What follows belongs to an exercise in optimizing a design on an open flow for small area, a short achievable clock period and few clock cycles; a production flow would make more cautious choices. The RTL was checked by simulation tests, not by an equivalence proof against the original design.

$ cat config.mk
export PLATFORM = sky130hd
export DESIGN_NAME = rsa_core
export DESIGN_NICKNAME = rsa_core
export VERILOG_FILES = /design/flow/design.v
export SDC_FILE = /design/flow/constraint.sdc
export NUM_CORES = 8
export LEC_CHECK = 0
export CAP_MARGIN = 30
export CORE_MARGIN = 2
export CORE_UTILIZATION = 40
export SETUP_SLACK_MARGIN = 5
export SLEW_MARGIN = 30
$ cat constraint.sdc
create_clock -name core_clock -period 375.0 [get_ports {clk}]
set_input_delay 75.0000 -clock core_clock [delete_from_list [all_inputs] [get_ports {clk}]]
set_output_delay 75.0000 -clock core_clock [all_outputs]
set_load 0.01 [all_outputs]
$ cat design.v
`timescale 1ns/1ps
module rsa_core #(
    parameter WIDTH = 32
)(
    input  wire                 clk,
    input  wire                 rst,
    input  wire                 start,     
    input  wire [WIDTH-1:0]     m_in,      
    input  wire [WIDTH-1:0]     e_in,      
    input  wire [WIDTH-1:0]     n_in,      
    output reg  [WIDTH-1:0]     out,       
    output reg                  busy,
    output reg                  done
);
reg [WIDTH-1:0] base;
reg [WIDTH-1:0] exp;
reg [WIDTH-1:0] result;
reg [WIDTH-1:0] n_r;   
reg [7:0] state;  
localparam IDLE = 0, RUN = 1, FIN = 2;
wire [2*WIDTH-1:0] n_ext   = {{WIDTH{1'b0}}, n_r};
wire [2*WIDTH-1:0] prod_rb = result * base;
wire [2*WIDTH-1:0] prod_bb = base * base;
wire [2*WIDTH-1:0] mod_rb  = prod_rb % n_ext;
wire [2*WIDTH-1:0] mod_bb  = prod_bb % n_ext;
always @(posedge clk) begin
    if (rst) begin
        state <= IDLE;
        busy <= 0;
        done <= 0;
        out <= 0;
    end else begin
        case (state)
            IDLE: begin
                done <= 0;
                busy <= 0;
                if (start) begin
                    n_r <= n_in;
                    base <= m_in % n_in;
                    exp <= e_in;
                    result <= 1 % n_in;
                    busy <= 1;
                    state <= RUN;
                end
            end
            RUN: begin
                if (exp == 0) begin
                    out <= result;
                    busy <= 0;
                    done <= 1;
                    state <= FIN;
                end else begin
                    if (exp[0]) begin
                        result <= mod_rb[WIDTH-1:0];
                    end
                    base <= mod_bb[WIDTH-1:0];
                    exp <= exp >> 1;
                end
            end
            FIN: begin
                if (!start) begin
                    done <= 0;
                    state <= IDLE;
                end
            end
            default: state <= IDLE;
        endcase
    end
end
endmodule
$ cat run.sh
#!/bin/bash
# synth_recipe.tcl (not shown) runs the flow's synth.tcl, then flattens the netlist and writes it again
# the make line also repeats each setting of config.mk as NAME=value (left out here)
make -C /OpenROAD-flow-scripts/flow DESIGN_CONFIG=/design/flow/config.mk WORK_HOME=/design/flow/orfs CLKGATE_MAP_FILE= SYNTH_SCRIPT=/design/flow/synth_recipe.tcl finish
==> results of run 1 <==
[layer usage]
metal / vias up / routed length, µm
li1: 151897 / -
met1: 154855 / 529000
met2: 11248 / 559000
met3: 2275 / 91800
met4: 40 / 74600
met5: - / 276
[state kept, by name (all words and copies together) (netlist names), named ones only]
name and count:
exp 32, out 32, base 31, n_r 32
done 1, busy 1, state 2, result 32
[metrics by stage]
| stage | hold WS [ps] |
|---|---|
| floorplan | 476 |
| global placement | 438 |
| detailed placement | 448 |
| CTS | 456 |
| global route | 469 |
| finish | 455 |
[cell usage in the layout, fill, tap and decap left out, types with 765 or more instances in the layout]
master   instances
mux2_2         765
inv_1         3082
xor2_1        1157
o21a_1        2140
xnor2_1       1295
o31ai_1        828
ha_1          4671
and2_1        1054
a21oi_1       3561
o21ai_0       1681
fa_1          1717
nor2_1        3992
nor3_1        2213
nand2_1       3768
nand3_1        774
a21o_1         860
[final cells by class]
class / instances / share of cell area, %
diodes: 52 / 0.0403
clock inverters: 7 / 0.0186
multi-input cells: 37740 / 88.6
flip-flops and latches: 164 / 1.41
inverters: 3140 / 3.71
clock buffers: 26 / 0.201
repair buffers: 804 / 2.04
well taps: 10206 / 3.95
[cells by family (layout without fill, tap and decap cells)]
kind of cell	Yosys count	count (layout)	share of synthesized area, %
muxes	1034	1034	3.68
buffers and inverters	4635	3977	6.33
DFF	164	164	1.48
adders and majority gates	6394	6394	30.1
and+or+nand+nor	15636	15636	25.0
xor gates and xnor gates	2537	2537	7.25
AOI/OAI and AO/OA	12138	12138	26.2
other	1	53	0.00121
[what timing repair did]
item,4_1_cts,5_1_grt
endpoints found under the setup margin,0,1
gates resized for setup,0,1
hold buffers,0,0
==> out/metrics.yaml, run 1 <==
status: "finished clean"
fin_nets: 48362
syn_to_final_growth_pct: 4.65
place_area_mm2: 0.322
regArea_mm2: 0.00456
clock_skew_ps: 66.5
post-route-util_pct: 42.0
slew_violations: 0
rsz0062_at_grt: "false"
grt_overflow: 0
wl_mm: 1260
rrSetupSlack_ps: 27930
antenna_left: 0
coreArea_mm2: 0.769
stdcell_count: 52139
place.gp.congestion: 1.03
multi_input_area_mm2: 0.286
postCtsSetupBuffers: 0
worstPathMaxFanout: 57
via_count: 320315
drive_above_1_share_pct: 8.18
drt_iter0_drc: 26647
synth_area_leaders: "ha_1 (19%), fa_1 (11%), a21oi_1 (5.8%), o21a_1 (5.2%), nor2_1 (4.9%)"
dp_worst_setup_slack_ps: 36230
finalWorstPathRequiredPeriod_ps: 347070
antenna_found_initial: 81
yosys.area.top_type_share_pct: 18.9
slowest_delay_ps: 1030
placed_cells: 52050
fillers: 79052
rows: 322
fin_crit_sh_pct: 92.6
routedWlPerCell_um: 24.1
clk_pin_slew_ps: 80
cts_tree: "yes"
ys_ff_latch: 164
hold_violations: 0
yosysMostFrequentCell: "ha_1"
cp_num_cells: 756
netlist_area_mm2: 0.309
clock_path_buffers: 3
grt_util_met3_pct: 4.36
slew-limit-headroom_pct: 16.1
clock-sinks: 164
synth.distinct_cells: 214
min_from: "out[4]$_SDFFE_PP0P_"
cts_buffers: 25
die_w_um: 882
worstReg2RegStart: "base[4]$_DFFE_PP_"
cpMostUsedCell: "o21a_1"
setup_viol: 0
initial_utilization_pct: 40.1
cp-start-kind: "flip-flop"
r2r_end: "result[21]$_DFFE_PP_"
synth-seq-area-share_pct: 1.48
io_buffers: 132
grt_pass1_vias: 309787
htree_levels: 4
drv_cap: 0
rr_worst_depth: 1458
cp.required_ps: 375250
path_buf_inv: 44
ys_warn_count: 1
dieArea_mm2: 0.779
fin_area_mm2: 0.323
via_per_inst: 6.14
hpwl_mm: 1030
worstHoldPathCells: 2
worstSetupStartpoint: "base[4]$_DFFE_PP_"
crit_type: "flip-flop to flip-flop"
synth.largest_area_cell: "ha_1"
hp-class: "flip-flop to flip-flop"
die_y_um: 882
synthTopCellsByCount: "ha_1 (4671), nor2_1 (4013), nand2_1 (3778), a21oi_1 (3570), inv_1 (3134)"
endpoint: "result[21]$_DFFE_PP_"
busiest_layer: "met2"
synth_area_per_cell_um2: 7.26
drt-pass1-iter-count: 6
grtUsageTotal_pct: 30.9
crit_family: "compound AO/OA/AOI/OAI gates"
cp_data_arrival_time_ps: 347330
critPathSlowestCell: "mux2i_2"
insertion_delay_ps: 630
min_to: "out[4]$_SDFFE_PP0P_"
grt_pass1_wl_mm: 1880
synthArstFlopShare_pct: 0
grt_max_degree: 110
grt.met2_usage_pct: 50.5
clock-root-buffer: "clkbuf_16"
drc: 0
setup_tns_ps: 0
setup_slack_ps: 27930
crit_path_end_kind: "flip-flop"
max_freq_mhz: 2.88
synth-edff-count: 128
synthCells: 42539
ioPinCount: 133
worst_pin_slew_ps: 1260
use_met1_pct: 39.8
synth_ff_type: "edfxtp_1"
Testbench counts, summed over its fixed seeds: cycles 8,698.
==> run 2, diff against run 1 <==
==> design.v (replaced) <==
`timescale 1ns/1ps
module rsa_core #(
    parameter WIDTH = 32
)(
    input  wire                 clk,
    input  wire                 rst,
    input  wire                 start,
    input  wire [WIDTH-1:0]     m_in,
    input  wire [WIDTH-1:0]     e_in,
    input  wire [WIDTH-1:0]     n_in,
    output reg  [WIDTH-1:0]     out,
    output reg                  busy,
    output reg                  done
);
localparam [3:0] IDLE = 4'd0, DBL = 4'd1, CHAIN = 4'd2, CONV = 4'd3,
                 SKIP = 4'd4, P1 = 4'd5, P2 = 4'd6, SQ = 4'd7, SQ2 = 4'd8,
                 MUL = 4'd9, MUL3 = 4'd10, FIN = 4'd11;
reg [3:0]  state;
reg [31:0] m3_r;     
reg [31:0] n_r;      
reg [31:0] m_r;      
reg [32:0] ex;       
reg [5:0]  cnt;
wire last = (ex[31:0] == 32'd0);    
wire pair = ex[31] & (ex[30:0] != 31'd0);
wire fin_op = ((state == SQ) | (state == P1)) & last;
wire sel_r = ((state == CHAIN) | (state == SQ) | (state == SQ2) | (state == P1)) & ~fin_op;
wire sel_m = (state == CONV) | (state == MUL) | (state == P2);
wire sel_3 = (state == MUL3);
wire [31:0] A = ({32{sel_r}} & out) | ({32{sel_m}} & m_r) | ({32{sel_3}} & m3_r) |
                {31'd0, fin_op};
wire [31:0] B = out;
wire [31:0] N = n_r;
wire [32:0] D;
wire [32:0] dc;
assign D[0]  = ~B[0];           
assign dc[1] = B[0];
genvar i, j;
generate
    for (j = 1; j < 32; j = j + 1) begin : g_d
        assign D[j]    = B[j] ^ N[j] ^ dc[j];
        assign dc[j+1] = (B[j] & N[j]) | ((B[j] ^ N[j]) & dc[j]);
    end
endgenerate
assign D[32] = dc[32];
wire [32:0] nS [0:32];
assign nS[0] = {33{1'b1}};
generate
    for (i = 0; i < 32; i = i + 1) begin : g_row
        wire q  = ~nS[i][0] ^ (A[i] & B[0]);
        wire sb = A[i] & ~q;
        wire sn = ~A[i] & q;
        wire sd = A[i] & q;
        wire [32:0] nX;
        wire [33:0] nc;
        wire [33:0] nT;
        rsa_sel u_sel (.sb(sb), .sn(sn), .sd(sd), .B(B), .N(N), .D(D), .nX(nX));
        assign nT[0] = 1'b1;
        assign nc[1] = nS[i][0];
        for (j = 1; j < 33; j = j + 1) begin : g_fa
            assign nT[j]   = (nS[i][j] ^ nX[j]) ^ nc[j];
            assign nc[j+1] = (nS[i][j] & nX[j]) | ((nS[i][j] ^ nX[j]) & nc[j]);
        end
        assign nT[33] = nc[33];
        assign nS[i+1] = nT[33:1];
    end
endgenerate
wire [32:0] nV = (state == DBL)  ? ~{out, 1'b0} :
                 (state == SKIP) ? ~33'd1 :
                                   nS[32];
wire [33:0] unc;
wire [32:0] nU;
wire [32:0] Nx = {1'b0, N};
assign unc[0] = 1'b0;
generate
    for (j = 0; j < 33; j = j + 1) begin : g_sub
        assign nU[j]    = nV[j] ^ Nx[j] ^ unc[j];
        assign unc[j+1] = (nV[j] & Nx[j]) | ((nV[j] ^ Nx[j]) & unc[j]);
    end
endgenerate
wire [31:0] red = unc[33] ? ~nV[31:0] : ~nU[31:0];
wire shift_skip = ~ex[32];
always @(posedge clk) begin
    if (rst) begin
        state <= IDLE;
        busy  <= 1'b0;
        done  <= 1'b0;
    end else begin
        case (state)
            IDLE:  if (start) begin
                       busy  <= 1'b1;
                       state <= DBL;
                   end
            DBL:   if (cnt == 6'd0) state <= CHAIN;
            CHAIN: if (cnt == 6'd0) state <= CONV;
            CONV:  state <= (ex[32] && !last) ? P1 : SKIP;
            SKIP:  if (ex[32]) begin
                       if (last) begin
                           busy  <= 1'b0;
                           done  <= 1'b1;
                           state <= FIN;
                       end else begin
                           state <= P1;
                       end
                   end
            P1:    if (last) begin
                       busy  <= 1'b0;
                       done  <= 1'b1;
                       state <= FIN;
                   end else begin
                       state <= P2;
                   end
            P2:    state <= SQ;
            SQ:    if (last) begin
                       busy  <= 1'b0;
                       done  <= 1'b1;
                       state <= FIN;
                   end else if (ex[32]) begin
                       state <= pair ? SQ2 : MUL;
                   end
            SQ2:   state <= MUL3;
            MUL:   state <= SQ;
            MUL3:  state <= SQ;
            FIN:   if (!start) begin
                       done  <= 1'b0;
                       state <= IDLE;
                   end
            default: state <= IDLE;
        endcase
    end
end
always @(posedge clk) begin
    case (state)
        IDLE: begin
            n_r <= n_in;
            m_r <= m_in;
            ex  <= {e_in, 1'b1};
            out <= n_in[31] ? {~n_in[31:1], 1'b1} : 32'd1;
            cnt <= n_in[31] ? 6'd0 : 6'd32;
        end
        DBL: begin
            out <= red;
            if (shift_skip) ex <= {ex[31:0], 1'b0};
            cnt <= (cnt == 6'd0) ? 6'd4 : cnt - 6'd1;
        end
        CHAIN: begin
            out <= red;
            if (shift_skip) ex <= {ex[31:0], 1'b0};
            cnt <= cnt - 6'd1;
        end
        CONV: begin
            out <= red;
            m_r <= red;
            if (shift_skip || !last) ex <= {ex[31:0], 1'b0};
        end
        SKIP: begin
            if (ex[32] && last) out <= red;      
            if (shift_skip || !last) ex <= {ex[31:0], 1'b0};
        end
        P1: begin
            out <= red;
        end
        P2: begin
            m3_r <= red;
            if (ex[32]) out <= red;
            ex <= {ex[31:0], 1'b0};
        end
        SQ: begin
            out <= red;
            if (!ex[32] || pair) ex <= {ex[31:0], 1'b0};
        end
        SQ2: begin
            out <= red;
        end
        MUL, MUL3: begin
            out <= red;
            ex  <= {ex[31:0], 1'b0};
        end
        default: ;
    endcase
end
endmodule
module rsa_sel (
    input  wire        sb,
    input  wire        sn,
    input  wire        sd,
    input  wire [31:0] B,
    input  wire [31:0] N,
    input  wire [32:0] D,
    output wire [32:0] nX
);
assign nX[0] = 1'b1;
genvar j;
generate
    for (j = 1; j < 32; j = j + 1) begin : g_x
        assign nX[j] = ~((sb & B[j]) | (sn & N[j]) | (sd & D[j]));
    end
endgenerate
assign nX[32] = ~(sd & D[32]);
endmodule
--- a/config.mk
+++ b/config.mk
@@ -10,3 +10,4 @@
 export CORE_UTILIZATION = 40
 export SETUP_SLACK_MARGIN = 5
 export SLEW_MARGIN = 30
+export SYNTH_HIERARCHICAL = 1
==> out/metrics.yaml, run 2 <==
clock-sinks: 173  # +5.5%
hold_buffers: 0  # unchanged
initial_utilization_pct: 40.2  # about the same
status: "finished clean"
worst_pin_slew_ps: 964  # -294 ps
setup_tns_ps: 0  # unchanged
cts_resized: 0  # unchanged
mostFrequentLayoutCell: "fa_1"
path_buf_inv: 2  # -95%
slew-limit-headroom_pct: 35.6  # +20 points
place.gp.congestion: 0.993  # -3.3%
dieArea_mm2: 0.112  # -86%
synthCells: 3362  # -92%
cp.required_ps: 300000  # -75250 ps
rows: 121  # -62%
fin_nets: 4542  # -91%
grt_overflow: 0  # unchanged
fin_area_mm2: 0.0467  # -86%
die_y_um: 334  # -62%
grtUsageTotal_pct: 29.6  # -1.3 points
crit_type: "flip-flop to output port"
max_freq_mhz: 13.0  # +350%
slowest_delay_ps: 690  # -340 ps
cp_data_arrival_time_ps: 2160  # -345170 ps
postCtsSetupBuffers: 0  # unchanged
drv_cap: 0  # unchanged
wl_mm: 166  # -87%
largest_reg_flops: 33
grt_pass1_vias: 40005  # -87%
synth_area_per_cell_um2: 13.0  # +79%
drt_iter0_drc: 9042  # -66%
grt_max_degree: 66  # -40%
cts_tree: "yes"
via_count: 37523  # -88%
routedWlPerCell_um: 34.4  # +43%
drc: 0  # unchanged
worstPathMaxFanout: 12  # -79%
clock_skew_ps: 11.2  # -55.3 ps
antenna_found_initial: 2  # -98%
htree_levels: 4  # unchanged
setup_viol: 0  # unchanged
largest-register: "ex"
hp-class: "flip-flop to flip-flop"
hold_violations: 0  # unchanged
hpwl_mm: 120  # -88%
finalWorstPathRequiredPeriod_ps: 77160  # -269910 ps
antenna_left: 0  # unchanged
grt_pass1_wl_mm: 251  # -87%
via_per_inst: 7.79  # +27%
netlist_area_mm2: 0.0436  # -86%
rsz0062_at_grt: "false"
drive_above_1_share_pct: 10.9  # +2.7 points
ys_warn_count: 7  # +6
critPathSlowestCell: "edfxtp_1"
crit_family: "buffers and inverters"
die_w_um: 334  # -62%
cts_buffers: 17  # -32%
io_buffers: 132  # unchanged
clock_path_buffers: 2  # -1
place_area_mm2: 0.0461  # -86%
syn_to_final_growth_pct: 7.11
coreArea_mm2: 0.109  # -86%
clk_pin_slew_ps: 70  # about the same
crit_path_end_kind: "output port"
final_cell_mix: "fa_1 (1052), a222oi_1 (1023), buf_4 (217)"
insertion_delay_ps: 470  # -160 ps
ioPinCount: 133  # unchanged
fin_crit_sh_pct: 20.6  # -72 points
clock-root-buffer: "clkbuf_16"
cp-start-kind: "flip-flop"
slew_violations: 0  # unchanged
path_cells: "buf_4 > clkdlybuf4s50_1"
drt-pass1-iter-count: 20  # +14
[run 2: cell types whose count changed in the layout (fill, tap and decap cells not counted), moves of 1263 or more]
cell     previous run  this run
ha_1             4671         4
nor2_1           3992        23
nand2_1          3768        77
a21oi_1          3561        12
inv_1            3082       207
nor3_1           2213         8
o21a_1           2140         0
o21ai_0          1681        63
xnor2_1          1295        32
[run 2: area by class of cell]
cell class,count,area [µm²]
fillers,9972,61800
clock inverters,12,180
flip-flops and latches,173,5130
diodes,1,2.50
inverters,207,777
multi-input cells,2631,35400
clock buffers,20,457
well taps,1414,1770
repair buffers,356,2990
[run 2: per-stage QoR]
step	hold WS [ps]	std cells	worst slack (ps)	util, %
after global placement	536	4773	294770	42.1
final	525	4814	297840	43.0
after CTS	539	4813	297840	43.0
after floorplan	517	3365	299090	-
after global routing	572	4813	296780	43.0
after detailed placement	525	4781	298240	42.4
[run 2: routing by layer]
layer	wire, µm	GRT usage, %	vias up
li1	-	-	14351
met1	53600	34.2	19663
met2	83000	50.5	2880
met3	17200	5.50	627
met4	12000	19.0	2
met5	20	0	-
[run 2: final timing paths]
check	slack [ps]	end	cells after the start	from
worst min-delay path	530	done$_SDFFE_PP0P_	2	done$_SDFFE_PP0P_
worst max-delay path	297840	out[14]	2	out[14]$_DFFE_PP_
worst min register to register	530	done$_SDFFE_PP0P_	2	done$_SDFFE_PP0P_
worst max register to register	300580	m_r[10]$_DFFE_PP_	174	state[2]$_SDFFE_PP0P_
[run 2: worst min-delay path, stage by stage, from the launching register on]
cell     delay [ps]
dfxtp_1         330
nor2_1          100
nor3_1           50
Testbench counts of run 2, summed over its fixed seeds: cycles 12,946.
==> run 3, diff against run 2 <==
--- a/design.v
+++ b/design.v
@@ -16,7 +16,7 @@
                  SKIP = 4'd4, P1 = 4'd5, P2 = 4'd6, SQ = 4'd7, SQ2 = 4'd8,
                  MUL = 4'd9, MUL3 = 4'd10, FIN = 4'd11;
 reg [3:0]  state;
-reg [31:0] m3_r;     
+reg [31:0] r;        
 reg [31:0] n_r;      
 reg [31:0] m_r;      
 reg [32:0] ex;       
@@ -27,9 +27,9 @@
 wire sel_r = ((state == CHAIN) | (state == SQ) | (state == SQ2) | (state == P1)) & ~fin_op;
 wire sel_m = (state == CONV) | (state == MUL) | (state == P2);
 wire sel_3 = (state == MUL3);
-wire [31:0] A = ({32{sel_r}} & out) | ({32{sel_m}} & m_r) | ({32{sel_3}} & m3_r) |
+wire [31:0] A = ({32{sel_r}} & r) | ({32{sel_m}} & m_r) | ({32{sel_3}} & out) |
                 {31'd0, fin_op};
-wire [31:0] B = out;
+wire [31:0] B = r;
 wire [31:0] N = n_r;
 wire [32:0] D;
 wire [32:0] dc;
@@ -47,14 +47,17 @@
 assign nS[0] = {33{1'b1}};
 generate
     for (i = 0; i < 32; i = i + 1) begin : g_row
-        wire q  = ~nS[i][0] ^ (A[i] & B[0]);
-        wire sb = A[i] & ~q;
-        wire sn = ~A[i] & q;
-        wire sd = A[i] & q;
+        wire sb, sn, sd;
         wire [32:0] nX;
         wire [33:0] nc;
         wire [33:0] nT;
-        rsa_sel u_sel (.sb(sb), .sn(sn), .sd(sd), .B(B), .N(N), .D(D), .nX(nX));
+        rsa_ctl  u_ctl  (.ns0(nS[i][0]), .a(A[i]), .b0(B[0]),
+                         .sb(sb), .sn(sn), .sd(sd));
+        rsa_sel1 u_sel1 (.ns0(nS[i][0]), .a(A[i]), .b0(B[0]),
+                         .b(B[1]), .n(N[1]), .d(D[1]), .nx(nX[1]));
+        rsa_sel  u_sel  (.sb(sb), .sn(sn), .sd(sd), .B(B[31:2]), .N(N[31:2]),
+                         .D(D[32:2]), .nX(nX[32:2]));
+        assign nX[0] = 1'b1;            
         assign nT[0] = 1'b1;
         assign nc[1] = nS[i][0];
         for (j = 1; j < 33; j = j + 1) begin : g_fa
@@ -65,7 +68,7 @@
         assign nS[i+1] = nT[33:1];
     end
 endgenerate
-wire [32:0] nV = (state == DBL)  ? ~{out, 1'b0} :
+wire [32:0] nV = (state == DBL)  ? ~{r, 1'b0} :
                  (state == SKIP) ? ~33'd1 :
                                    nS[32];
 wire [33:0] unc;
@@ -129,72 +132,98 @@
         endcase
     end
 end
+always @(posedge clk) n_r <= n_in;
 always @(posedge clk) begin
     case (state)
         IDLE: begin
-            n_r <= n_in;
             m_r <= m_in;
             ex  <= {e_in, 1'b1};
-            out <= n_in[31] ? {~n_in[31:1], 1'b1} : 32'd1;
+            r   <= n_in[31] ? {~n_in[31:1], 1'b1} : 32'd1;
             cnt <= n_in[31] ? 6'd0 : 6'd32;
         end
         DBL: begin
-            out <= red;
+            r <= red;
             if (shift_skip) ex <= {ex[31:0], 1'b0};
             cnt <= (cnt == 6'd0) ? 6'd4 : cnt - 6'd1;
         end
         CHAIN: begin
-            out <= red;
+            r <= red;
             if (shift_skip) ex <= {ex[31:0], 1'b0};
             cnt <= cnt - 6'd1;
         end
         CONV: begin
-            out <= red;
+            r <= red;
             m_r <= red;
             if (shift_skip || !last) ex <= {ex[31:0], 1'b0};
         end
         SKIP: begin
-            if (ex[32] && last) out <= red;      
+            if (ex[32] && last) out <= red;    
             if (shift_skip || !last) ex <= {ex[31:0], 1'b0};
         end
         P1: begin
+            if (last) out <= red;            
+            else      r   <= red;
+        end
+        P2: begin
             out <= red;
-        end
-        P2: begin
-            m3_r <= red;
-            if (ex[32]) out <= red;
+            if (ex[32]) r <= red;
             ex <= {ex[31:0], 1'b0};
         end
         SQ: begin
-            out <= red;
+            if (last) out <= red;            
+            else      r   <= red;
             if (!ex[32] || pair) ex <= {ex[31:0], 1'b0};
         end
         SQ2: begin
-            out <= red;
+            r <= red;
         end
         MUL, MUL3: begin
-            out <= red;
+            r <= red;
             ex  <= {ex[31:0], 1'b0};
         end
         default: ;
     endcase
 end
+endmodule
+module rsa_ctl (
+    input  wire ns0,    
+    input  wire a,      
+    input  wire b0,     
+    output wire sb,
+    output wire sn,
+    output wire sd
+);
+wire q = ~ns0 ^ (a & b0);
+assign sb = a & ~q;
+assign sn = ~a & q;
+assign sd = a & q;
 endmodule
 module rsa_sel (
     input  wire        sb,
     input  wire        sn,
     input  wire        sd,
-    input  wire [31:0] B,
-    input  wire [31:0] N,
-    input  wire [32:0] D,
-    output wire [32:0] nX
-);
-assign nX[0] = 1'b1;
+    input  wire [31:2] B,
+    input  wire [31:2] N,
+    input  wire [32:2] D,
+    output wire [32:2] nX
+);
 genvar j;
 generate
-    for (j = 1; j < 32; j = j + 1) begin : g_x
+    for (j = 2; j < 32; j = j + 1) begin : g_x
         assign nX[j] = ~((sb & B[j]) | (sn & N[j]) | (sd & D[j]));
     end
 endgenerate
 assign nX[32] = ~(sd & D[32]);
 endmodule
+module rsa_sel1 (
+    input  wire ns0,
+    input  wire a,
+    input  wire b0,
+    input  wire b,
+    input  wire n,
+    input  wire d,
+    output wire nx
+);
+wire q = ~ns0 ^ (a & b0);
+assign nx = ~(q ? (a ? d : n) : (a & b));
+endmodule
==> out/metrics.yaml, run 3 <==
htree_levels: 4  # unchanged
cp-start-kind: "flip-flop"
max_freq_mhz: 13.1  # +0.99%
final_cell_mix: "fa_1 (1052), a222oi_1 (960), inv_1 (240)"
status: "failed layout checks"
synthMuxAreaShare_pct: 1.92
fin_nets: 4686  # +3.2%
finalWorstPathRequiredPeriod_ps: 76400  # -756 ps
path_buf_inv: 1  # -1
rows: 120  # -0.83%
setup_viol: 0  # unchanged
drc: 0  # unchanged
grt_max_degree: 66  # unchanged
initial_utilization_pct: 40.4  # +0.26 points
slew-limit-headroom_pct: -77.4  # -110 points
synth_top_family_by_area: "adder cells"
synth_area_per_cell_um2: 12.4  # -4.3%
setup_tns_ps: 0  # unchanged
die_y_um: 333  # -0.23%
cp.required_ps: 300000  # about the same
hold_buffers: 0  # unchanged
yosysMostFrequentCell: "fa_1"
synthArstFlopShare_pct: 0
synth.largest_area_cell: "fa_1"
hpwl_mm: 109  # -9.3%
synth-seq-area-share_pct: 11.1
antenna_left: 0  # unchanged
rsz0062_at_grt: "false"
drt-pass1-iter-count: 20  # unchanged
place.gp.congestion: 0.926  # -6.7%
cts_tree: "yes"
netlist_area_mm2: 0.0434  # -0.47%
drive_above_1_share_pct: 11.0  # +0.12 points
synth-simple-area-share_pct: 3.40
grt_pass1_vias: 36783  # -8.1%
dieArea_mm2: 0.111  # -0.46%
clock-root-buffer: "clkbuf_16"
fin_area_mm2: 0.0470  # +0.55%
drv_cap: 0  # unchanged
synth_area_leaders: "fa_1 (49%), a222oi_1 (22%), edfxtp_1 (9.3%), buf_2 (2.4%), inv_1 (2.1%)"
clock-sinks: 173  # unchanged
path_cells: "clkdlybuf4s50_1"
via_per_inst: 7.07  # -9.3%
place_area_mm2: 0.0464  # +0.69%
io_buffers: 132  # unchanged
via_count: 34992  # -6.7%
clock_skew_ps: 14.6  # +3.36 ps
mostFrequentLayoutCell: "fa_1"
insertion_delay_ps: 470  # about the same
cp_data_arrival_time_ps: 1400  # -760 ps
synthCells: 3497  # +4.0%
clock_path_buffers: 2  # unchanged
worst_pin_slew_ps: 2650  # +1690 ps
largest_reg_flops: 33  # unchanged
coreArea_mm2: 0.107  # -1.1%
critPathSlowestCell: "clkdlybuf4s50_1"
hold_violations: 0  # unchanged
postCtsSetupBuffers: 0  # unchanged
largest-register: "ex"
hp-class: "flip-flop to flip-flop"
clk_pin_slew_ps: 80  # about the same
synth.distinct_cells: 65
worstPathMaxFanout: 2  # -10
synthXorXnorAreaFrac_pct: 1.41
drt_iter0_drc: 8173  # -9.6%
wl_mm: 134  # -19%
crit_family: "buffers and inverters"
slowest_delay_ps: 550  # -140 ps
ys_ff_latch: 173
cts_resized: 0  # unchanged
synth_ff_type: "edfxtp_1"
grt_overflow: 0  # unchanged
synthTopCellsByCount: "fa_1 (1053), a222oi_1 (960), inv_1 (241), buf_2 (207), edfxtp_1 (135)"
synth_compound_area_share_pct: 26.7
syn_to_final_growth_pct: 8.21
routedWlPerCell_um: 27.1  # -21%
synthAdderAreaFrac_pct: 48.7
ys_warn_count: 7  # unchanged
stdcell_count: 4947  # +2.8%
yosys.area.top_type_share_pct: 48.6
crit_type: "flip-flop to output port"
grt_pass1_wl_mm: 219  # -13%
crit_path_end_kind: "output port"
slew_violations: 31  # +31
antenna_found_initial: 3  # +1
so.violations: "slew limit"
ioPinCount: 133  # unchanged
fin_crit_sh_pct: 20.4  # -0.20 points
placed_cells: 4914  # +2.8%
synth-edff-count: 135
die_w_um: 333  # -0.23%
cts_buffers: 17  # unchanged
grtUsageTotal_pct: 24.2  # -5.4 points
## run 3: cell types whose count changed in the layout (fill, tap and decap cells not counted), sizes merged, moves of 11 or more
cell	previous run	this run
dfxtp	6	38
a22o	31	61
nand2	80	91
and2	1	33
nor2b	68	9
a22oi	32	65
mux2	0	62
a222oi	1023	960
edfxtp	167	135
xor2	4	36
a221oi	30	1
inv	210	249
nor2	58	116
## run 3: worst register-to-register path: cells and delay by family, from the launching register on
kind	cells	cell delay (ps)
flip-flops	1	860
XOR/XNOR	31	6920
adder cells (fa/ha/maj)	62	29280
AND/OR/NAND/NOR	3	820
AO/OA/AOI/OAI	38	9750
multiplexers	31	10890
buffers and inverters	4	940
## run 3: worst paths after layout
kind	start	to	slack, ps	depth (start not counted)
worst max-delay path	out[5]$_DFFE_PP_	out[5]	298600	1
worst min-delay path	busy$_SDFFE_PP0P_	busy$_SDFFE_PP0P_	470	1
worst max register to register	state[3]$_SDFFE_PP0P_	m_r[31]$_DFFE_PP_	315200	169
worst min register to register	busy$_SDFFE_PP0P_	busy$_SDFFE_PP0P_	470	1
## run 3: logic make-up after synthesis
group | count (synthesis)
AO/OA/AOI/OAI | 1237
XOR/XNOR | 70
adder cells (fa/ha/maj) | 1057
buffers and inverters | 582
flip-flops | 173
multiplexers | 65
other | 1
AND/OR/NAND/NOR | 312
## run 3: layout make-up
| type | count | area, µm² |
|---|---|---|
| well taps | 1403 | 1760 |
| repair buffers | 352 | 2970 |
| clock inverters | 15 | 149 |
| diodes | 1 | 2.50 |
| clock buffers | 17 | 425 |
| fillers | 10048 | 60400 |
| inverters | 241 | 905 |
| flip-flops and latches | 173 | 4810 |
| multi-input cells | 2745 | 35900 |
## run 3: layer usage
| layer | global-route usage [%] | up-vias | wire (µm) |
|---|---|---|---|
| li1 | - | 14590 | - |
| met1 | 33.6 | 18413 | 54700 |
| met2 | 39.4 | 1811 | 63200 |
| met3 | 3.28 | 178 | 11200 |
| met4 | 7.66 | 0 | 4710 |
| met5 | 0 | - | 0 |
## run 3: Yosys stat by module, one instance, submodules excluded
module / cell area [µm²] / flip-flops and latches / times used
rsa_sel1: 31.3 / 0 / 32
rsa_sel: 360 / 0 / 32
rsa_core: 30000 / 173 / 1
rsa_ctl: 26.3 / 0 / 32
## run 3: stage by stage
| stage | util, % | hold WS [ps] | worst slack [ps] |
|---|---|---|---|
| after floorplan | - | 509 | 299080 |
| after global placement | 43.1 | 463 | 298530 |
| after detailed placement | 43.2 | 454 | 298500 |
| after CTS | 43.7 | 473 | 298570 |
| after global routing | 43.7 | 497 | 298550 |
| final | 43.7 | 469 | 298600 |
Testbench counts of run 3, summed over its fixed seeds: cycles 12,946.
==> run 4, diff against run 3 <==
--- a/design.v
+++ b/design.v
@@ -82,6 +82,17 @@
     end
 endgenerate
 wire [31:0] red = unc[33] ? ~nV[31:0] : ~nU[31:0];
+wire n_16 = &n_in[31:27];                               
+wire n_4  = n_in[31] & n_in[30] & (n_in[29] | n_in[28]);  
+wire n_2  = n_in[31] & (n_in[30] | n_in[29]);           
+wire n_big = n_2;
+wire [31:0] r_init = n_16 ? {~n_in[27:1], 1'b1, 4'd0} :    
+                     n_4  ? {~n_in[29:1], 1'b1, 2'd0} :    
+                     n_2  ? {~n_in[30:1], 1'b1, 1'b0} :    
+                     n_in[31] ? {~n_in[31:1], 1'b1} :      
+                                32'd1;
+wire [5:0] cnt_init = n_16 ? 6'd2 : n_4 ? 6'd3 : n_2 ? 6'd4 :
+                      n_in[31] ? 6'd0 : 6'd32;
 wire shift_skip = ~ex[32];
 always @(posedge clk) begin
     if (rst) begin
@@ -92,7 +103,7 @@
         case (state)
             IDLE:  if (start) begin
                        busy  <= 1'b1;
-                       state <= DBL;
+                       state <= n_big ? CHAIN : DBL;
                    end
             DBL:   if (cnt == 6'd0) state <= CHAIN;
             CHAIN: if (cnt == 6'd0) state <= CONV;
@@ -138,8 +149,8 @@
         IDLE: begin
             m_r <= m_in;
             ex  <= {e_in, 1'b1};
-            r   <= n_in[31] ? {~n_in[31:1], 1'b1} : 32'd1;
-            cnt <= n_in[31] ? 6'd0 : 6'd32;
+            r   <= r_init;
+            cnt <= cnt_init;
         end
         DBL: begin
             r <= red;
==> out/metrics.yaml, run 4 <==
status: "failed layout checks"
so.violations: "slew limit"
ys_warn_count: 7  # unchanged
cts_buffers: 17  # unchanged
yosys.area.top_type_share_pct: 47.9  # -0.63 points
path_cells: "clkdlybuf4s50_1 > or2_2 > nand3_1 > o22ai_1 > a2111oi_0 > a21oi_1"
postCtsSetupBuffers: 0  # unchanged
largest_reg_flops: 33  # unchanged
place.gp.congestion: 0.869  # -6.2%
fillers: 10300  # +2.5%
grt_pass1_vias: 37300  # +1.4%
synth-seq-area-share_pct: 10.9  # -0.14 points
cp.required_ps: 375170  # +75170 ps
synthCells: 3613  # +3.3%
syn_to_final_growth_pct: 7.62
critPathSlowestCell: "clkdlybuf4s50_1"
synth.largest_area_cell: "fa_1"
synth-edff-count: 135  # unchanged
clock_skew_ps: 14.0  # -0.603 ps
ioPinCount: 133  # unchanged
hold_buffers: 0  # unchanged
crit_path_end_kind: "flip-flop"
place_area_mm2: 0.0467  # +0.66%
drc: 0  # unchanged
htree_levels: 4  # unchanged
initial_utilization_pct: 40.3  # -0.090 points
fin_nets: 4752  # +1.4%
slew_violations: 31  # unchanged
worst_pin_slew_ps: 2470  # -184 ps
coreArea_mm2: 0.109  # +1.5%
via_count: 35768  # +2.2%
cp_data_arrival_time_ps: 77230  # +75830 ps
clk_pin_slew_ps: 70  # about the same
stdcell_count: 5025  # +1.6%
antenna_found_initial: 2  # -1
antenna_left: 0  # unchanged
io_buffers: 132  # unchanged
routedWlPerCell_um: 27.6  # +1.9%
netlist_area_mm2: 0.0440  # +1.3%
slowest_delay_ps: 610  # +60 ps
ys_ff_latch: 173  # unchanged
dieArea_mm2: 0.113  # +1.3%
fin_area_mm2: 0.0473  # +0.76%
grt_max_degree: 55  # -17%
cts_resized: 0  # unchanged
yosysMostFrequentCell: "fa_1"
drt-pass1-iter-count: 19  # -5.0%
rows: 121  # +0.83%
synthArstFlopShare_pct: 0  # unchanged
worstPathMaxFanout: 19  # +17
crit_type: "input pin to flip-flop"
path_buf_inv: 1  # unchanged
finalWorstPathRequiredPeriod_ps: 77060  # +658 ps
cts_tree: "yes"
fin_crit_sh_pct: 20.5  # +0.18 points
clock-root-buffer: "clkbuf_16"
drt_iter0_drc: 8042  # -1.6%
setup_viol: 0  # unchanged
placed_cells: 4992  # +1.6%
grtUsageTotal_pct: 24.8  # +0.57 points
hp-class: "flip-flop to flip-flop"
cp-start-kind: "input pin"
hold_violations: 0  # unchanged
max_freq_mhz: 13.0  # -0.85%
clock_path_buffers: 2  # unchanged
drv_cap: 0  # unchanged
drive_above_1_share_pct: 10.0  # -0.98 points
rsz0062_at_grt: "false"
synth_area_per_cell_um2: 12.2  # -1.9%
hpwl_mm: 111  # +2.2%
crit_family: "simple AND/OR/NAND/NOR gates"
synth_area_leaders: "fa_1 (48%), a222oi_1 (22%), edfxtp_1 (9.2%), buf_2 (2.4%), inv_1 (1.9%)"
final_cell_mix: "fa_1 (1053), a222oi_1 (960), inv_1 (222)"
synth_ff_type: "edfxtp_1"
largest-register: "ex"
mostFrequentLayoutCell: "fa_1"
grt_overflow: 0  # unchanged
die_w_um: 336  # +0.64%
wl_mm: 139  # +3.5%
clock-sinks: 173  # unchanged
synthTopCellsByCount: "fa_1 (1053), a222oi_1 (960), inv_1 (222), buf_2 (207), nor2_1 (176)"
synth.distinct_cells: 70  # +7.7%
die_y_um: 336  # +0.64%
via_per_inst: 7.12  # +0.63%
setup_tns_ps: 0  # unchanged
holdWs_ps: 554  # +84.6 ps
slew-limit-headroom_pct: -65.1  # +12 points
insertion_delay_ps: 450  # -20 ps
grt_pass1_wl_mm: 225  # +2.9%
[run 4: cell type report]
class | instances | area, µm² | area share (%)
antenna | 1 | 2.50 | 0.00529
sequential | 173 | 4810 | 10.2
clock buffer | 18 | 439 | 0.928
multi-input combinational | 2867 | 36600 | 77.3
inverter | 223 | 837 | 1.77
tap | 1414 | 1770 | 3.74
timing repair buffer | 315 | 2700 | 5.70
clock inverter | 14 | 184 | 0.389
[run 4: path summary, 6_finish.rpt]
path | depth (start not counted) | start | endpoint | slack, ps
min reg2reg | 2 | done$_SDFFE_PP0P_ | done$_SDFFE_PP0P_ | 550
max reg2reg | 169 | state[1]$_SDFFE_PP0P_ | m_r[2]$_DFFE_PP_ | 316360
min | 2 | done$_SDFFE_PP0P_ | done$_SDFFE_PP0P_ | 550
max | 6 | n_in[29] | r[6]$_DFFE_PP_ | 297940
[run 4: stage by stage]
step / utilization (%) / worst slack [ps]
6_report: 43.4 / 297940
5_1_grt: 43.4 / 297780
4_1_cts: 43.4 / 298010
3_5_place_dp: 42.8 / 297530
3_3_place_gp: 42.7 / 297550
2_1_floorplan: - / 298320
[run 4: Yosys stat by module (local to each module, per instance)]
module | cell area (µm²) | flip-flops and latches | cells inside
rsa_core | 30600 | 173 | 2045
rsa_sel | 360 | 0 | 40
rsa_sel1 | 31.3 | 0 | 4
rsa_ctl | 26.3 | 0 | 5
[run 4: cell families after synthesis]
kind of cell             Yosys count  synth area share, %
AND/OR/NAND/NOR                  400                 4.19
other                              1              0.00853
buffers and inverters            576                 6.62
AO/OA/AOI/OAI                   1256                 26.8
XOR/XNOR                          71                 1.43
adder cells (fa/ha/maj)         1056                 48.0
flip-flops                       173                 10.9
multiplexers                      80                 2.00
[run 4: layer usage]
metal  vias to the layer above  share of wire [%]  GRT usage (%)
li1                      14960                  -              -
met2                      1814                 48           40.7
met5                         -                  0              0
met1                     18801                 41           35.0
met3                       193                8.0           2.33
met4                         0                3.1           6.89
[run 4: tightest hold or removal path: cells and delay by family (launching register included)]
family | cells | cell delay [ps]
and+or+nand+nor | 1 | 60
DFF | 1 | 320
AOI/OAI and AO/OA | 1 | 130
Testbench counts of run 4, summed over its fixed seeds: cycles 12,652.
==> run 5, diff against run 4 <==
--- a/design.v
+++ b/design.v
@@ -33,20 +33,28 @@
 wire [31:0] N = n_r;
 wire [32:0] D;
 wire [32:0] dc;
-assign D[0]  = ~B[0];           
+assign D[0]  = ~B[0];
 assign dc[1] = B[0];
 genvar i, j;
 generate
     for (j = 1; j < 32; j = j + 1) begin : g_d
-        assign D[j]    = B[j] ^ N[j] ^ dc[j];
-        assign dc[j+1] = (B[j] & N[j]) | ((B[j] ^ N[j]) & dc[j]);
+        rsa_fa u_fa (.a(B[j]), .b(N[j]), .c(dc[j]), .s(D[j]), .co(dc[j+1]));
     end
 endgenerate
 assign D[32] = dc[32];
 wire [32:0] nS [0:32];
-assign nS[0] = {33{1'b1}};
-generate
-    for (i = 0; i < 32; i = i + 1) begin : g_row
+generate
+    if (1) begin : g_row0
+        wire sb0 = A[0] & ~B[0];
+        wire sd0 = A[0] & B[0];
+        wire [32:1] nX0;
+        for (j = 1; j < 32; j = j + 1) begin : g_x
+            assign nX0[j] = ~((sb0 & B[j]) | (sd0 & D[j]));
+        end
+        assign nX0[32] = ~(sd0 & D[32]);
+        assign nS[1] = {1'b1, nX0[32:1]};
+    end
+    for (i = 1; i < 32; i = i + 1) begin : g_row
         wire sb, sn, sd;
         wire [32:0] nX;
         wire [33:0] nc;
@@ -58,14 +66,22 @@
         rsa_sel  u_sel  (.sb(sb), .sn(sn), .sd(sd), .B(B[31:2]), .N(N[31:2]),
                          .D(D[32:2]), .nX(nX[32:2]));
         assign nX[0] = 1'b1;            
-        assign nT[0] = 1'b1;
-        assign nc[1] = nS[i][0];
-        for (j = 1; j < 33; j = j + 1) begin : g_fa
-            assign nT[j]   = (nS[i][j] ^ nX[j]) ^ nc[j];
-            assign nc[j+1] = (nS[i][j] & nX[j]) | ((nS[i][j] ^ nX[j]) & nc[j]);
-        end
-        assign nT[33] = nc[33];
-        assign nS[i+1] = nT[33:1];
+        if (1) begin : g_add
+            assign nc[1] = nS[i][0];    
+            for (j = 1; j < 32; j = j + 1) begin : g_fa
+                rsa_fa u_fa (.a(nS[i][j]), .b(nX[j]), .c(nc[j]),
+                             .s(nT[j]), .co(nc[j+1]));
+            end
+            if (i == 1) begin : g_top1
+                assign nT[32] = ~(nX[32] ^ nc[32]);
+                assign nc[33] = nX[32] | nc[32];
+            end else begin : g_top
+                rsa_fa u_fa (.a(nS[i][32]), .b(nX[32]), .c(nc[32]),
+                             .s(nT[32]), .co(nc[33]));
+            end
+            assign nT[33] = nc[33];
+            assign nS[i+1] = nT[33:1];
+        end
     end
 endgenerate
 wire [32:0] nV = (state == DBL)  ? ~{r, 1'b0} :
@@ -73,14 +89,15 @@
                                    nS[32];
 wire [33:0] unc;
 wire [32:0] nU;
-wire [32:0] Nx = {1'b0, N};
-assign unc[0] = 1'b0;
-generate
-    for (j = 0; j < 33; j = j + 1) begin : g_sub
-        assign nU[j]    = nV[j] ^ Nx[j] ^ unc[j];
-        assign unc[j+1] = (nV[j] & Nx[j]) | ((nV[j] ^ Nx[j]) & unc[j]);
-    end
-endgenerate
+assign nU[0]  = ~nV[0];          
+assign unc[1] = nV[0];
+generate
+    for (j = 1; j < 32; j = j + 1) begin : g_sub
+        rsa_fa u_fa (.a(nV[j]), .b(N[j]), .c(unc[j]), .s(nU[j]), .co(unc[j+1]));
+    end
+endgenerate
+assign nU[32]  = nV[32] ^ unc[32];
+assign unc[33] = nV[32] & unc[32];
 wire [31:0] red = unc[33] ? ~nV[31:0] : ~nU[31:0];
 wire n_16 = &n_in[31:27];                               
 wire n_4  = n_in[31] & n_in[30] & (n_in[29] | n_in[28]);  
@@ -238,3 +255,13 @@
 wire q = ~ns0 ^ (a & b0);
 assign nx = ~(q ? (a ? d : n) : (a & b));
 endmodule
+module rsa_fa (
+    input  wire a,
+    input  wire b,
+    input  wire c,
+    output wire s,
+    output wire co
+);
+assign s  = (a ^ b) ^ c;
+assign co = (a & b) | ((a ^ b) & c);
+endmodule
==> flow/run.sh (new file) <==
#!/bin/bash
set -euo pipefail
export BUFFER_PORTS_ARGS="-buffer_cell sky130_fd_sc_hd__buf_1"
bash standard.sh synth > synth.log 2>&1
bash standard.sh finish > layout.log 2>&1
==> standard.sh (new file) <==
#!/bin/bash
# synth_recipe.tcl (not shown) runs the flow's synth.tcl, then flattens the netlist and writes it again
# the make line also repeats each setting of config.mk as NAME=value (left out here)
make -C /OpenROAD-flow-scripts/flow DESIGN_CONFIG=/design/flow/config.mk WORK_HOME=/design/flow/orfs CLKGATE_MAP_FILE= SYNTH_SCRIPT=/design/flow/synth_recipe.tcl "${@:-finish}"
removed: run.sh
==> out/metrics.yaml, run 5 <==
clock-root-buffer: "clkbuf_16"
ys_warn_count: 7  # unchanged
slowest_delay_ps: 740  # +130 ps
placed_cells: 4837  # -3.1%
clock-sinks: 172  # -0.58%
mostFrequentLayoutCell: "fa_1"
io_buffers: 131  # -0.76%
fin_nets: 4607  # -3.1%
drv_cap: 0  # unchanged
antenna_left: 0  # unchanged
rrSetupSlack_ps: 315440  # -920 ps
path_buf_inv: 1  # unchanged
synthArstFlopShare_pct: 0  # unchanged
coreArea_mm2: 0.107  # -1.8%
fillers: 9968  # -3.2%
finalWorstPathRequiredPeriod_ps: 77050  # -14.0 ps
cts_resized: 0  # unchanged
largest-register: "ex"
rr_worst_depth: 168  # -0.59%
synth-seq-area-share_pct: 11.1  # +0.15 points
synth-edff-count: 135  # unchanged
cp.required_ps: 375170  # about the same
largest_reg_flops: 33  # unchanged
grt_pass1_vias: 34331  # -8.0%
synthCells: 3468  # -4.0%
hp-class: "flip-flop to flip-flop"
grt_overflow: 0  # unchanged
fin_area_mm2: 0.0458  # -3.3%
ioPinCount: 133  # unchanged
grt_pass1_wl_mm: 194  # -14%
postCtsSetupBuffers: 0  # unchanged
synth_area_leaders: "fa_1 (49%), a222oi_1 (22%), edfxtp_1 (9.4%), buf_2 (2.3%), dfxtp_1 (1.7%)"
min_from: "busy$_SDFFE_PP0P_"
worstReg2RegStart: "ex[7]$_DFFE_PP_"
htree_levels: 4  # unchanged
routedWlPerCell_um: 25.0  # -9.4%
worstPathMaxFanout: 24  # +5
worstSetupStartpoint: "n_in[30]"
yosysMostFrequentCell: "fa_1"
critPathSlowestCell: "nand2_1"
slew-limit-headroom_pct: 38.1  # +100 points
cp_data_arrival_time_ps: 77210  # -20 ps
clock_path_buffers: 2  # unchanged
r2r_end: "m_r[3]$_DFFE_PP_"
cp_num_cells: 6  # unchanged
grt_max_degree: 51  # -7.3%
stdcell_count: 4870  # -3.1%
final_cell_mix: "fa_1 (1038), a222oi_1 (930), buf_4 (178)"
drt_iter0_drc: 6594  # -18%
initial_utilization_pct: 40.3  # about the same
die_y_um: 333  # -0.88%
die_w_um: 333  # -0.88%
synth_area_per_cell_um2: 12.5  # +2.3%
hold_violations: 0  # unchanged
yosys.area.top_type_share_pct: 48.8  # +0.87 points
synth_ff_type: "edfxtp_1"
clk_pin_slew_ps: 70  # about the same
clock_skew_ps: 12.5  # -1.46 ps
place_area_mm2: 0.0452  # -3.2%
insertion_delay_ps: 430  # -20 ps
worstHoldPathCells: 2  # unchanged
setup_tns_ps: 0  # unchanged
cts_buffers: 17  # unchanged
holdWs_ps: 522  # -31.3 ps
synthTopCellsByCount: "fa_1 (1053), a222oi_1 (930), buf_2 (197), nor2_1 (163), nand2_1 (157)"
synth.distinct_cells: 68  # -2.9%
cts_tree: "yes"
grtUsageTotal_pct: 21.5  # -3.3 points
setup_viol: 0  # unchanged
drt-pass1-iter-count: 15  # -4
wl_mm: 122  # -12%
min_to: "busy$_SDFFE_PP0P_"
via_count: 33408  # -6.6%
antenna_found_initial: 0  # -2
drive_above_1_share_pct: 10.2  # +0.21 points
synth.largest_area_cell: "fa_1"
syn_to_final_growth_pct: 5.97
ys_ff_latch: 172  # -0.58%
slew_violations: 0  # -100%
via_per_inst: 6.86  # -3.6%
hold_buffers: 0  # unchanged
netlist_area_mm2: 0.0432  # -1.8%
worst_pin_slew_ps: 926  # -1540 ps
status: "finished clean"
path_cells: "buf_1 > nor2_1 > nand2_1 > o22ai_1 > nor4_1 > a21oi_1"
rows: 120  # -0.83%
fin_crit_sh_pct: 20.5  # about the same
dieArea_mm2: 0.111  # -1.8%
crit_type: "input pin to flip-flop"
crit_family: "simple AND/OR/NAND/NOR gates"
place.gp.congestion: 0.908  # +4.5%
max_freq_mhz: 13.0  # about the same
rsz0062_at_grt: "false"
cp-start-kind: "input pin"
crit_path_end_kind: "flip-flop"
drc: 0  # unchanged
hpwl_mm: 107  # -3.8%
run 5: worst max path at each step:
stage                           to
global placement    r[6]$_DFFE_PP_
finish              r[5]$_DFFE_PP_
floorplan           r[5]$_DFFE_PP_
global route        r[5]$_DFFE_PP_
detailed placement  r[5]$_DFFE_PP_
CTS                 r[5]$_DFFE_PP_
run 5: routing by layer:
layer	vias to the layer above	routed length [µm]	share of wire, %	GRT usage [%]
li1	14597	-	-	-
met1	17542	48400	40	27.4
met2	1160	61200	50	37.4
met3	109	6530	5.4	1.80
met4	0	5560	4.6	8.93
met5	-	0	0	0
run 5: layout make-up:
cell class	instances	area [µm²]	area share, %
Tap cell	1403	1760	3.84
Clock buffer	25	475	1.04
Inverter	62	235	0.514
Antenna cell	1	2.50	0.00547
Sequential cell	172	4800	10.5
Clock inverter	7	66.3	0.145
Timing Repair Buffer	314	1900	4.15
Multi-Input combinational cell	2886	36500	79.8
run 5: per-module statistics from Yosys, one instance, submodules excluded:
module    flops+latches  area [µm²]
rsa_core            172        9150
rsa_sel               0         360
rsa_sel1              0        31.3
rsa_ctl               0        26.3
rsa_fa                0        20.0
run 5: logic make-up (layout without fill, tap and decap cells):
family                     count (synthesis)  count (layout)  synth area share [%]
AOI/OAI and AO/OA                       1229            1229                  26.6
and+or+nand+nor                          465             465                  4.90
other                                      0               1                     0
muxes                                     68              68                  1.80
adders and majority gates               1055            1055                  48.9
buffers and inverters                    410             408                  5.30
DFF                                      172             172                  11.1
xor gates and xnor gates                  69              69                  1.40
run 5: stage by stage:
stage	utilization (%)	setup slack [ps]
after floorplan	-	298340
after global placement	42.0	297760
after detailed placement	42.2	297660
after CTS	42.7	298120
after global routing	42.7	297860
final	42.8	297950
run 5: worst min-delay path: stages (launching register included):
cell and delay [ps]:
dfxtp_1 340, inv_1 60, a221oi_1 60
Testbench counts of run 5, summed over its fixed seeds: cycles 12,652.
==> run 6, diff against run 5 <==
==> run.sh (new file) <==
#!/bin/bash
# synth_recipe.tcl (not shown) runs the flow's synth.tcl, then flattens the netlist and writes it again
# the make line also repeats each setting of config.mk as NAME=value (left out here)
make -C /OpenROAD-flow-scripts/flow DESIGN_CONFIG=/design/flow/config.mk WORK_HOME=/design/flow/orfs CLKGATE_MAP_FILE= SYNTH_SCRIPT=/design/flow/synth_recipe.tcl finish
removed: flow/run.sh
removed: standard.sh
==> out/metrics.yaml, run 6 <==
synth_area_per_cell_um2: 12.5  # unchanged
fin_crit_sh_pct: 20.6  # +0.073 points
final_cell_mix: "fa_1 (1037), a222oi_1 (930), buf_4 (178)"
cts_tree: "yes"
cp_num_cells: 6  # unchanged
die_y_um: 333  # unchanged
clk_pin_slew_ps: 70  # about the same
slew_violations: 0  # unchanged
synth.distinct_cells: 68  # unchanged
path_cells: "clkdlybuf4s50_1 > nor2_1 > nand2_1 > o22ai_1 > nor4_1 > a21oi_1"
crit_type: "input pin to flip-flop"
antenna_left: 0  # unchanged
ys_ff_latch: 172  # unchanged
cp_data_arrival_time_ps: 77510  # +300 ps
postCtsSetupBuffers: 0  # unchanged
mostFrequentLayoutCell: "fa_1"
hold_violations: 0  # unchanged
ioPinCount: 133  # unchanged
synth.largest_area_cell: "fa_1"
synth-simple-area-share_pct: 4.90  # unchanged
netlist_area_mm2: 0.0432  # unchanged
synth_top_family_by_area: "adder cells"
synthCells: 3468  # unchanged
routedWlPerCell_um: 25.2  # +1.0%
holdWs_ps: 523  # +0.930 ps
max_freq_mhz: 12.9  # -0.36%
synth_compound_area_share_pct: 26.6  # unchanged
crit_family: "simple AND/OR/NAND/NOR gates"
grt_pass1_vias: 35080  # +2.2%
rrSetupSlack_ps: 315380  # -60 ps
via_count: 33533  # +0.37%
cp.required_ps: 375190  # +20 ps
clock_path_buffers: 2  # unchanged
drive_above_1_share_pct: 10.4  # +0.18 points
syn_to_final_growth_pct: 7.85
yosysMostFrequentCell: "fa_1"
rr_worst_depth: 167  # -0.60%
largest-register: "ex"
drt_iter0_drc: 6722  # +1.9%
cts_buffers: 17  # unchanged
synthMuxAreaShare_pct: 1.80  # unchanged
slowest_delay_ps: 860  # +120 ps
synthTopCellsByCount: "fa_1 (1053), a222oi_1 (930), buf_2 (197), nor2_1 (163), nand2_1 (157)"
rows: 120  # unchanged
rsz0062_at_grt: "false"
synth-edff-count: 135  # unchanged
yosys.area.top_type_share_pct: 48.8  # unchanged
grt_max_degree: 64  # +25%
drt-pass1-iter-count: 14  # -1
initial_utilization_pct: 40.3  # unchanged
via_per_inst: 6.89  # +0.44%
insertion_delay_ps: 460  # +30 ps
grtUsageTotal_pct: 22.0  # +0.51 points
path_buf_inv: 1  # unchanged
crit_path_end_kind: "flip-flop"
worstPathMaxFanout: 24  # unchanged
coreArea_mm2: 0.107  # unchanged
grt_pass1_wl_mm: 199  # +2.2%
endpoint: "r[5]$_DFFE_PP_"
grt_overflow: 0  # unchanged
cp-start-kind: "input pin"
hp-class: "flip-flop to flip-flop"
clock-root-buffer: "clkbuf_16"
htree_levels: 4  # unchanged
slew-limit-headroom_pct: 35.4  # -2.7 points
setup_viol: 0  # unchanged
synthXorXnorAreaFrac_pct: 1.40  # unchanged
synth_ff_type: "edfxtp_1"
wl_mm: 123  # +0.95%
critPathSlowestCell: "clkdlybuf4s50_1"
drc: 0  # unchanged
clock_skew_ps: 14.5  # +1.95 ps
worstReg2RegStart: "ex[7]$_DFFE_PP_"
clock-sinks: 172  # unchanged
r2r_end: "m_r[3]$_DFFE_PP_"
cts_resized: 0  # unchanged
place.gp.congestion: 0.892  # -1.8%
synth-seq-area-share_pct: 11.1  # unchanged
post-route-util_pct: 43.5  # +0.76 points
largest_reg_flops: 33  # unchanged
synthAdderAreaFrac_pct: 48.9  # unchanged
dieArea_mm2: 0.111  # unchanged
die_w_um: 333  # unchanged
setup_tns_ps: 0  # unchanged
drv_cap: 0  # unchanged
worstSetupStartpoint: "n_in[30]"
io_buffers: 131  # unchanged
synthArstFlopShare_pct: 0  # unchanged
synth_area_leaders: "fa_1 (49%), a222oi_1 (22%), edfxtp_1 (9.4%), buf_2 (2.3%), dfxtp_1 (1.7%)"
hold_buffers: 0  # unchanged
status: "finished clean"
hpwl_mm: 107  # +0.23%
fin_nets: 4604  # -0.065%
finalWorstPathRequiredPeriod_ps: 77320  # +275 ps
ys_warn_count: 7  # unchanged
antenna_found_initial: 3  # +3
worst_pin_slew_ps: 967  # +40.5 ps
run 6: cell counts after synthesis:
No cell type changed its count.
run 6: final cells by class:
class                   instances  area, µm²
flip-flops and latches        172       4790
fillers                      9915      60500
diodes                          1       2.50
clock buffers                  19        443
well taps                    1403       1760
repair buffers                311       2680
multi-input cells            2886      36500
inverters                      62        235
clock inverters                13        131
run 6: tightest hold or removal path: cells and delay by family, from the launching register on:
| family | cells | cell delay (ps) |
|---|---|---|
| DFF | 1 | 320 |
| AOI/OAI and AO/OA | 1 | 110 |
| and+or+nand+nor | 1 | 60 |
run 6: kinds of logic (layout without fill, tap and decap cells):
group                    Yosys count  after routing
buffers and inverters            410            405
multiplexers                      68             68
other                              0              1
XOR/XNOR                          69             69
flip-flops                       172            172
AO/OA/AOI/OAI                   1229           1229
AND/OR/NAND/NOR                  465            465
adder cells (fa/ha/maj)         1055           1055
run 6: worst min path at each step:
stage	from	to	slack [ps]	cells after the start
4_1_cts	busy$_SDFFE_PP0P_	busy$_SDFFE_PP0P_	530	2
2_1_floorplan	busy$_SDFFE_PP0P_	busy$_SDFFE_PP0P_	500	2
5_1_grt	done$_SDFFE_PP0P_	done$_SDFFE_PP0P_	570	2
6_report	done$_SDFFE_PP0P_	done$_SDFFE_PP0P_	520	2
3_3_place_gp	busy$_SDFFE_PP0P_	busy$_SDFFE_PP0P_	500	2
3_5_place_dp	busy$_SDFFE_PP0P_	busy$_SDFFE_PP0P_	520	2
run 6: stage by stage:
| stage | instances | area [µm²] | worst slack (ps) |
|---|---|---|---|
| 2_1_floorplan | 3468 | 43200 | 298340 |
| 3_3_place_gp | 4833 | 45800 | 297350 |
| 3_5_place_dp | 4834 | 46000 | 297340 |
| 4_1_cts | 4866 | 46500 | 297820 |
| 5_1_grt | 4866 | 46600 | 297600 |
| 6_report | 4867 | 46600 | 297680 |
run 6: routing by layer:
| metal | share of wire [%] | up-vias | global-route usage [%] |
|---|---|---|---|
| met5 | 0.024 | - | 0 |
| met2 | 51 | 1166 | 39.1 |
| met1 | 39 | 17651 | 27.6 |
| li1 | - | 14604 | - |
| met4 | 3.5 | 6 | 7.21 |
| met3 | 6.1 | 106 | 2.79 |
run 6: modules after synthesis (local to each module, per instance):
module	area, µm²	times used	flip-flops and latches
rsa_core	9150	1	172
rsa_sel	360	31	0
rsa_sel1	31.3	31	0
rsa_ctl	26.3	31	0
rsa_fa	20.0	1053	0

[re-timing with driven ports]
Ports are ideal in the flow. The routed layouts listed here were re-timed in OpenROAD. Step 1, drivers: a clkbuf_16 drives clk and a buf_2 each remaining input, both assumed. Step 2, shift: input delay + t, output delay - t, t = (earliest + latest rising clock arrival at the registers) / 2. This alone moves slack from input paths to output paths. Three values: ideal ports, drivers, drivers and shift; two values: the first two.
| run | t, ns | setup WS [ns] | clock arrival spread, ns | cell pins on the clock port's net |
|---|---|---|---|---|
| run 1 | 0.695 | 27.928 / 27.928 / 27.928 | 0.067 / 0.067 | 1 |
| run 2 | 0.516 | 297.842 / 297.787 / 298.239 | 0.012 / 0.011 | 1 |
| run 3 | 0.517 | 298.598 / 298.542 / 298.409 | 0.014 / 0.014 | 1 |
| run 4 | 0.500 | 297.940 / 297.975 / 297.475 | 0.014 / 0.014 | 1 |
| run 5 | 0.480 | 297.954 / 297.974 / 297.494 | 0.013 / 0.012 | 1 |
| run 6 | 0.506 | 297.679 / 297.706 / 297.200 | 0.015 / 0.014 | 1 |
The setup slack of run 6, which loses most, moves by +0.027 ns with the drivers and by -0.479 ns with both steps.
